From an optimization exercise on the open Yosys and OpenROAD flow, aimed at small area; shortcuts taken in it are not production practice.
The RTL was checked by simulation tests, not by an equivalence proof against the original design.

## mac
module mac(clk, a, b, c, op, z);
  input         clk;
  input  [31:0] a;
  input  [31:0] b;
  input  [31:0] c;
  input         op;
  output [31:0] z;
  function [4:0] lzc24;
    input [23:0] x;
    integer i;
    begin
      lzc24 = 5'd24;
      for (i = 0; i < 24; i = i + 1)
        if (x[i]) lzc24 = 5'd23 - i[4:0];
    end
  endfunction
  function [4:0] tzc24;
    input [23:0] x;
    integer i;
    begin
      tzc24 = 5'd24;
      for (i = 23; i >= 0; i = i - 1)
        if (x[i]) tzc24 = i[4:0];
    end
  endfunction
  function [5:0] rip6;
    input [5:0] x, y;
    input ci;
    integer i;
    reg k;
    begin
      k = ci;
      for (i = 0; i < 6; i = i + 1) begin
        rip6[i] = x[i] ^ y[i] ^ k;
        k = (x[i] & y[i]) | (k & (x[i] ^ y[i]));
      end
    end
  endfunction
  function [7:0] rip8;
    input [7:0] x, y;
    input ci;
    integer i;
    reg k;
    begin
      k = ci;
      for (i = 0; i < 8; i = i + 1) begin
        rip8[i] = x[i] ^ y[i] ^ k;
        k = (x[i] & y[i]) | (k & (x[i] ^ y[i]));
      end
    end
  endfunction
  function [9:0] rip10;
    input [9:0] x, y;
    input ci;
    integer i;
    reg k;
    begin
      k = ci;
      for (i = 0; i < 10; i = i + 1) begin
        rip10[i] = x[i] ^ y[i] ^ k;
  ...
For scale: about 580 flip-flops, about 130 I/O pins, roughly 0.040 mm^2 of cells after synthesis.
Settings: LEC_CHECK=0, ABC_AREA=1, CAP_MARGIN=20, CORE_MARGIN=2, CORE_UTILIZATION=40, CTS_BUF_LIST=sky130_fd_sc_hd__clkbuf_8, CTS_CLUSTER_SIZE=40, SLEW_MARGIN=20, SYNTH_HIERARCHICAL=1, SYNTH_MINIMUM_KEEP_SIZE=0; clock period 13.0 ns.
run.sh (not shown) runs the stock make flow with config.mk's settings and CLKGATE_MAP_FILE= SYNTH_SCRIPT=/design/flow/synth_recipe.tcl, a recipe that flattens the netlist after the stock synthesis.
==> next run, changes <==
CTS_CLUSTER_SIZE = 30   (was 40)
Effect: Final area stays the same; sequential cell count does not change; hold slack is unchanged; via count is unchanged; utilization does not change.

mac, a different RTL version from the one above (not shown whole).
For scale: ~4200 cells after synthesis, ~580 flip-flops, ~130 I/O pins.
// mac
module mac(clk, a, b, c, op, z);
  input         clk;
  input  [31:0] a;
  input  [31:0] b;
  input  [31:0] c;
  input         op;
  output [31:0] z;
  function [4:0] lzc24;
    input [23:0] x;
    integer i;
    begin
      lzc24 = 5'd24;
      for (i = 0; i < 24; i = i + 1)
        if (x[i]) lzc24 = 5'd23 - i[4:0];
    end
  endfunction
  function [4:0] tzc24;
    input [23:0] x;
    integer i;
    begin
      tzc24 = 5'd24;
      for (i = 23; i >= 0; i = i - 1)
        if (x[i]) tzc24 = i[4:0];
    end
  endfunction
  function [5:0] rip6;
    input [5:0] x, y;
    input ci;
    integer i;
    reg k;
    begin
      k = ci;
      for (i = 0; i < 6; i = i + 1) begin
        rip6[i] = x[i] ^ y[i] ^ k;
        k = (x[i] & y[i]) | (k & (x[i] ^ y[i]));
      end
    end
  endfunction
  function [7:0] rip8;
    input [7:0] x, y;
    input ci;
    integer i;
    reg k;
    begin
      k = ci;
      for (i = 0; i < 8; i = i + 1) begin
        rip8[i] = x[i] ^ y[i] ^ k;
        k = (x[i] & y[i]) | (k & (x[i] ^ y[i]));
      end
    end
  endfunction
  ...
Settings: LEC_CHECK=0, CAP_MARGIN=20, CORE_MARGIN=2, CORE_UTILIZATION=40, CTS_BUF_LIST=sky130_fd_sc_hd__clkbuf_8, CTS_CLUSTER_SIZE=30, SLEW_MARGIN=20, SYNTH_HIERARCHICAL=1, SYNTH_MINIMUM_KEEP_SIZE=0; clock period 13.0 ns.
==> next run, changes <==
--- a/flow/config.mk
+++ b/flow/config.mk
@@ -11,4 +11,5 @@
 export CTS_BUF_LIST = sky130_fd_sc_hd__clkbuf_8
 export CTS_CLUSTER_SIZE = 30
+export GPL_TIMING_DRIVEN = 0
 export SLEW_MARGIN = 20
 export SYNTH_HIERARCHICAL = 1
Die area does not change; count of clock-buffer cells in the layout decreases by 1; clock skew increases by 0.016 ns; worst hold slack is worse by 0.0049 ns; global-route usage increases by 1.8 points; via count increases by a few percent; wire length increases by a little under a tenth.

[separate check: timing with driven ports]
The results above use ideal ports. As a check the final layouts listed here were re-extracted and re-timed, cells and wires unchanged. Step 1: set_driving_cell puts a clkbuf_16 on clk and a buf_2 on each other input, an assumption about the parent block. Step 2, shift: input delay + t, output delay - t, t = (earliest + latest rising clock arrival at the registers) / 2. This alone moves slack from input paths to output paths. Slacks: no drivers / after step 1 / after step 2; pairs: no drivers / after step 1.
run | t, ns | setup WS [ns] | latest minus earliest clock arrival (ns)
the first run of note 1 | 0.733 | 1.305 / 1.344 / 0.611 | 0.086 / 0.086
the second run of note 1 | 0.733 | 1.305 / 1.344 / 0.611 | 0.086 / 0.086
the first run of note 2 | 0.728 | 0.856 / 0.885 / 0.164 | 0.048 / 0.049
the second run of note 2 | 0.716 | 0.466 / 0.503 / -0.212 | 0.058 / 0.059
With both steps, setup timing fails in the second run of note 2, where it was met with ideal ports.
